This is an optimization exercise on Yosys and OpenROAD, whose aim is small area and a short achievable clock period, not a production implementation.
In this exercise RTL edits were held to simulation tests only and were not proved equivalent to the original.

==> run a <==
// float_mul
module float_mul(
	input wire clk,
	input wire [31:0] v1,
	input wire [31:0] v2,
	output wire [31:0] vres
);
export LEC_CHECK = 0
export ABC_CLOCK_PERIOD_IN_PS = 1500
export CAP_MARGIN = 20
export CORE_MARGIN = 2
export CORE_UTILIZATION = 60
export CTS_CLUSTER_DIAMETER = 100
export CTS_CLUSTER_SIZE = 30
export SETUP_SLACK_MARGIN = 5
export SLEW_MARGIN = 20
export SYNTH_HIERARCHICAL = 1
export SYNTH_MINIMUM_KEEP_SIZE = 0
export TNS_END_PERCENT = 5
create_clock -name core_clock -period 8.5 [get_ports {clk}]
standard.sh (not shown) runs the stock make flow with config.mk's settings and CLKGATE_MAP_FILE= SYNTH_SCRIPT=/design/flow/synth_recipe.tcl, a recipe that flattens the netlist after the stock synthesis.
==> flow/flow/run.sh <==
#!/bin/bash
set -euo pipefail
bash standard.sh "BUFFER_PORTS_ARGS=-buffer_cell sky130_fd_sc_hd__buf_1" finish > standard_make.log 2>&1
==> inputs of run b, as changes to run a <==
--- a/flow/design.v
+++ b/flow/design.v
@@ -366,12 +366,13 @@
 	wire c349;
 	wire s350;
 	wire c351;
 	wire s352;
 	wire c353;
 	wire lg354;
+	wire lp355;
 	wire lg356;
 	wire lp357;
 	wire lg358;
 	wire lp359;
 	wire lg360;
 	wire lp361;
@@ -383,25 +384,41 @@
 	wire lp367;
 	wire lg368;
 	wire lp369;
 	wire lg370;
 	wire lp371;
 	wire lg372;
+	wire lp373;
 	wire lg374;
 	wire lp375;
 	wire lg376;
 	wire lp377;
 	wire lg378;
 	wire lp379;
 	wire lg380;
 	wire lp381;
+	wire lg382;
+	wire lp383;
 	wire lg384;
+	wire lp385;
+	wire lg386;
+	wire lp387;
 	wire lg388;
 	wire lp389;
+	wire lg390;
+	wire lp391;
+	wire lg392;
+	wire lp393;
+	wire lg394;
+	wire lp395;
 	wire lg396;
+	wire lp397;
+	wire lg398;
+	wire lp399;
 	wire lg400;
+	wire lp401;
 	wire s402;
 	wire c403;
 	wire s404;
 	wire c405;
 	wire s406;
 	wire c407;
@@ -1047,12 +1064,13 @@
 	wire g1047;
 	wire p1048;
 	wire g1049;
 	wire p1050;
 	wire g1051;
 	wire p1052;
+	wire g1053;
 	wire p1054;
 	wire k1055;
 	wire k1056;
 	wire g1057;
 	wire p1058;
 	wire g1059;
@@ -1096,12 +1114,13 @@
 	wire g1097;
 	wire p1098;
 	wire g1099;
 	wire p1100;
 	wire g1101;
 	wire p1102;
+	wire g1103;
 	wire p1104;
 	wire q1105;
 	wire q1106;
 	wire q1107;
 	wire q1108;
 	wire q1109;
@@ -1723,12 +1742,13 @@
 	fa u_s344 (.a(pp54), .b(c327), .c(s328), .s(s344), .co(c345));
 	fa u_s346 (.a(c329), .b(s314), .c(s330), .s(s346), .co(c347));
 	fa u_s348 (.a(s316), .b(c331), .c(s332), .s(s348), .co(c349));
 	fa u_s350 (.a(s318), .b(c333), .c(s334), .s(s350), .co(c351));
 	fa u_s352 (.a(s322), .b(c335), .c(s336), .s(s352), .co(c353));
 	assign lg354 = bneg[0] & pp1;
+	assign lp355 = bneg[0] ^ pp1;
 	assign lg356 = s338 & pp27;
 	assign lp357 = s338 ^ pp27;
 	assign lg358 = c339 & s340;
 	assign lp359 = c339 ^ s340;
 	assign lg360 = c341 & s342;
 	assign lp361 = c341 ^ s342;
@@ -1740,25 +1760,41 @@
 	assign lp367 = c347 ^ s348;
 	assign lg368 = c349 & s350;
 	assign lp369 = c349 ^ s350;
 	assign lg370 = c351 & s352;
 	assign lp371 = c351 ^ s352;
 	assign lg372 = 1'b0 | (pp2 & lg354);
+	assign lp373 = pp2 & lp355;
 	assign lg374 = lg358 | (lp359 & lg356);
 	assign lp375 = lp359 & lp357;
 	assign lg376 = lg362 | (lp363 & lg360);
 	assign lp377 = lp363 & lp361;
 	assign lg378 = lg366 | (lp367 & lg364);
 	assign lp379 = lp367 & lp365;
 	assign lg380 = lg370 | (lp371 & lg368);
 	assign lp381 = lp371 & lp369;
+	assign lg382 = lg356 | (lp357 & lg372);
+	assign lp383 = lp357 & lp373;
 	assign lg384 = lg374 | (lp375 & lg372);
+	assign lp385 = lp375 & lp373;
+	assign lg386 = lg364 | (lp365 & lg376);
+	assign lp387 = lp365 & lp377;
 	assign lg388 = lg378 | (lp379 & lg376);
 	assign lp389 = lp379 & lp377;
+	assign lg390 = lg360 | (lp361 & lg384);
+	assign lp391 = lp361 & lp385;
+	assign lg392 = lg376 | (lp377 & lg384);
+	assign lp393 = lp377 & lp385;
+	assign lg394 = lg386 | (lp387 & lg384);
+	assign lp395 = lp387 & lp385;
 	assign lg396 = lg388 | (lp389 & lg384);
+	assign lp397 = lp389 & lp385;
+	assign lg398 = lg368 | (lp369 & lg396);
+	assign lp399 = lp369 & lp397;
 	assign lg400 = lg380 | (lp381 & lg396);
+	assign lp401 = lp381 & lp397;
 	fa u_s402 (.a(bneg[5]), .b(pp11), .c(pp35), .s(s402), .co(c403));
 	assign s404 = bneg[8] ^ pp17;
 	assign c405 = bneg[8] & pp17;
 	assign s406 = pp18 ^ pp42;
 	assign c407 = pp18 & pp42;
 	fa u_s408 (.a(bneg[9]), .b(pp19), .c(pp43), .s(s408), .co(c409));
@@ -2162,12 +2198,13 @@
 	g_and2 u_g1047 (.a(r2[68]), .b(r2[69]), .y(g1047));
 	g_xor2 u_p1048 (.a(r2[68]), .b(r2[69]), .y(p1048));
 	g_and2 u_g1049 (.a(r2[70]), .b(r2[71]), .y(g1049));
 	g_xor2 u_p1050 (.a(r2[70]), .b(r2[71]), .y(p1050));
 	g_and2 u_g1051 (.a(r2[72]), .b(r2[73]), .y(g1051));
 	g_xor2 u_p1052 (.a(r2[72]), .b(r2[73]), .y(p1052));
+	g_and2 u_g1053 (.a(r2[74]), .b(r2[75]), .y(g1053));
 	g_xor2 u_p1054 (.a(r2[74]), .b(r2[75]), .y(p1054));
 	g_and2 u_k1055 (.a(r2[24]), .b(r2[25]), .y(k1055));
 	g_or2 u_k1056 (.a(r2[24]), .b(r2[25]), .y(k1056));
 	g_and2 u_g1057 (.a(p1008), .b(g1005), .y(g1057));
 	g_xor2 u_p1058 (.a(p1008), .b(g1005), .y(p1058));
 	g_and2 u_g1059 (.a(p1010), .b(g1007), .y(g1059));
@@ -2211,12 +2248,13 @@
 	g_and2 u_g1097 (.a(p1048), .b(g1045), .y(g1097));
 	g_xor2 u_p1098 (.a(p1048), .b(g1045), .y(p1098));
 	g_and2 u_g1099 (.a(p1050), .b(g1047), .y(g1099));
 	g_xor2 u_p1100 (.a(p1050), .b(g1047), .y(p1100));
 	g_and2 u_g1101 (.a(p1052), .b(g1049), .y(g1101));
 	g_xor2 u_p1102 (.a(p1052), .b(g1049), .y(p1102));
+	g_and2 u_g1103 (.a(p1054), .b(g1051), .y(g1103));
 	g_xor2 u_p1104 (.a(p1054), .b(g1051), .y(p1104));
 	g_aoi21 u_q1105 (.a(p1060), .b(g1057), .c(g1059), .y(q1105));
 	g_nand2 u_q1106 (.a(p1060), .b(p1058), .y(q1106));
 	g_aoi21 u_q1107 (.a(p1064), .b(g1061), .c(g1063), .y(q1107));
 	g_nand2 u_q1108 (.a(p1064), .b(p1062), .y(q1108));
 	g_aoi21 u_q1109 (.a(p1068), .b(g1065), .c(g1067), .y(q1109));
CTS_CLUSTER_DIAMETER = unset   (was 100)
CTS_CLUSTER_SIZE = unset   (was 30)
TNS_END_PERCENT = unset   (was 5)
==> impl_results.html <==
<table>
<tr><th>Metric</th><th>Value</th></tr>
<tr><th colspan="2">Yosys</th></tr>
<tr><td>Mean instance size in the synthesized netlist</td><td>10.2 sq um</td></tr>
<tr><th colspan="2">Timing</th></tr>
<tr><td>Minimum setup slack in the final design</td><td>a little over 5 ns</td></tr>
<tr><th colspan="2">Outcome</th></tr>
<tr><td>Status</td><td>finished clean</td></tr>
<tr><th colspan="2">Min path</th></tr>
<tr><td>WHS Endpoint</td><td>e2[7]$_DFF_P_</td></tr>
<tr><th colspan="2">Global route</th></tr>
<tr><td>Met3 Usage GRT</td><td>7.86%</td></tr>
<tr><td>Number of global-route vias before repair</td><td>14500</td></tr>
<tr><th colspan="2">Layout</th></tr>
<tr><td>Sequential share of cell area</td><td>18.2%</td></tr>
<tr><td>Final cell count without fillers</td><td>2294</td></tr>
</table>
The numbers above come from run a.

==> impl_results.html <==
<table>
<tr><th>Metric</th><th>Value</th></tr>
<tr><th colspan="2">Layout</th></tr>
<tr><td>Sequential share of cell area</td><td>between 15 and 20%</td></tr>
<tr><td>Final cell count without fillers</td><td>2310</td></tr>
<tr><th colspan="2">Global route</th></tr>
<tr><td>Number of global-route vias before repair</td><td>about 15000</td></tr>
<tr><td>Met3 Usage GRT</td><td>6.18%</td></tr>
<tr><th colspan="2">Yosys</th></tr>
<tr><td>Mean instance size in the synthesized netlist</td><td>slightly above 10 sq um</td></tr>
<tr><th colspan="2">Outcome</th></tr>
<tr><td>Status</td><td>finished clean</td></tr>
<tr><th colspan="2">Timing</th></tr>
<tr><td>Minimum setup slack in the final design</td><td>5.02 ns</td></tr>
</table>
The numbers above come from run b.

==> re-timing with driven ports <==
No port has a modelled driver above. Below, the same layouts with a new extraction and two added sets of constraints.
Step 1 sets driving cells, clkbuf_16 on the clock port and buf_2 on the other inputs (assumed; they add their load-dependent delay and slew).
Step 2 times the ports against the registers' clock, not the clock port: input delays grow and output delays shrink by t, the midpoint of the rising clock arrivals with the driver on.
a / b / c = ideal ports / drivers / drivers and shift; a / b = the first two.
| run | t, ns | setup WS [ns] | latest minus earliest clock arrival (ns) |
|---|---|---|---|
| run a | 0.511 | 5.053 / 5.053 / 5.035 | 0.012 / 0.012 |
| run b | 0.514 | 5.016 / 5.016 / 5.016 | 0.024 / 0.024 |
After both steps every run listed still meets setup and hold. For run a, which loses most, drivers alone change the setup slack by 0.000 ns; drivers and shift together by -0.018 ns.
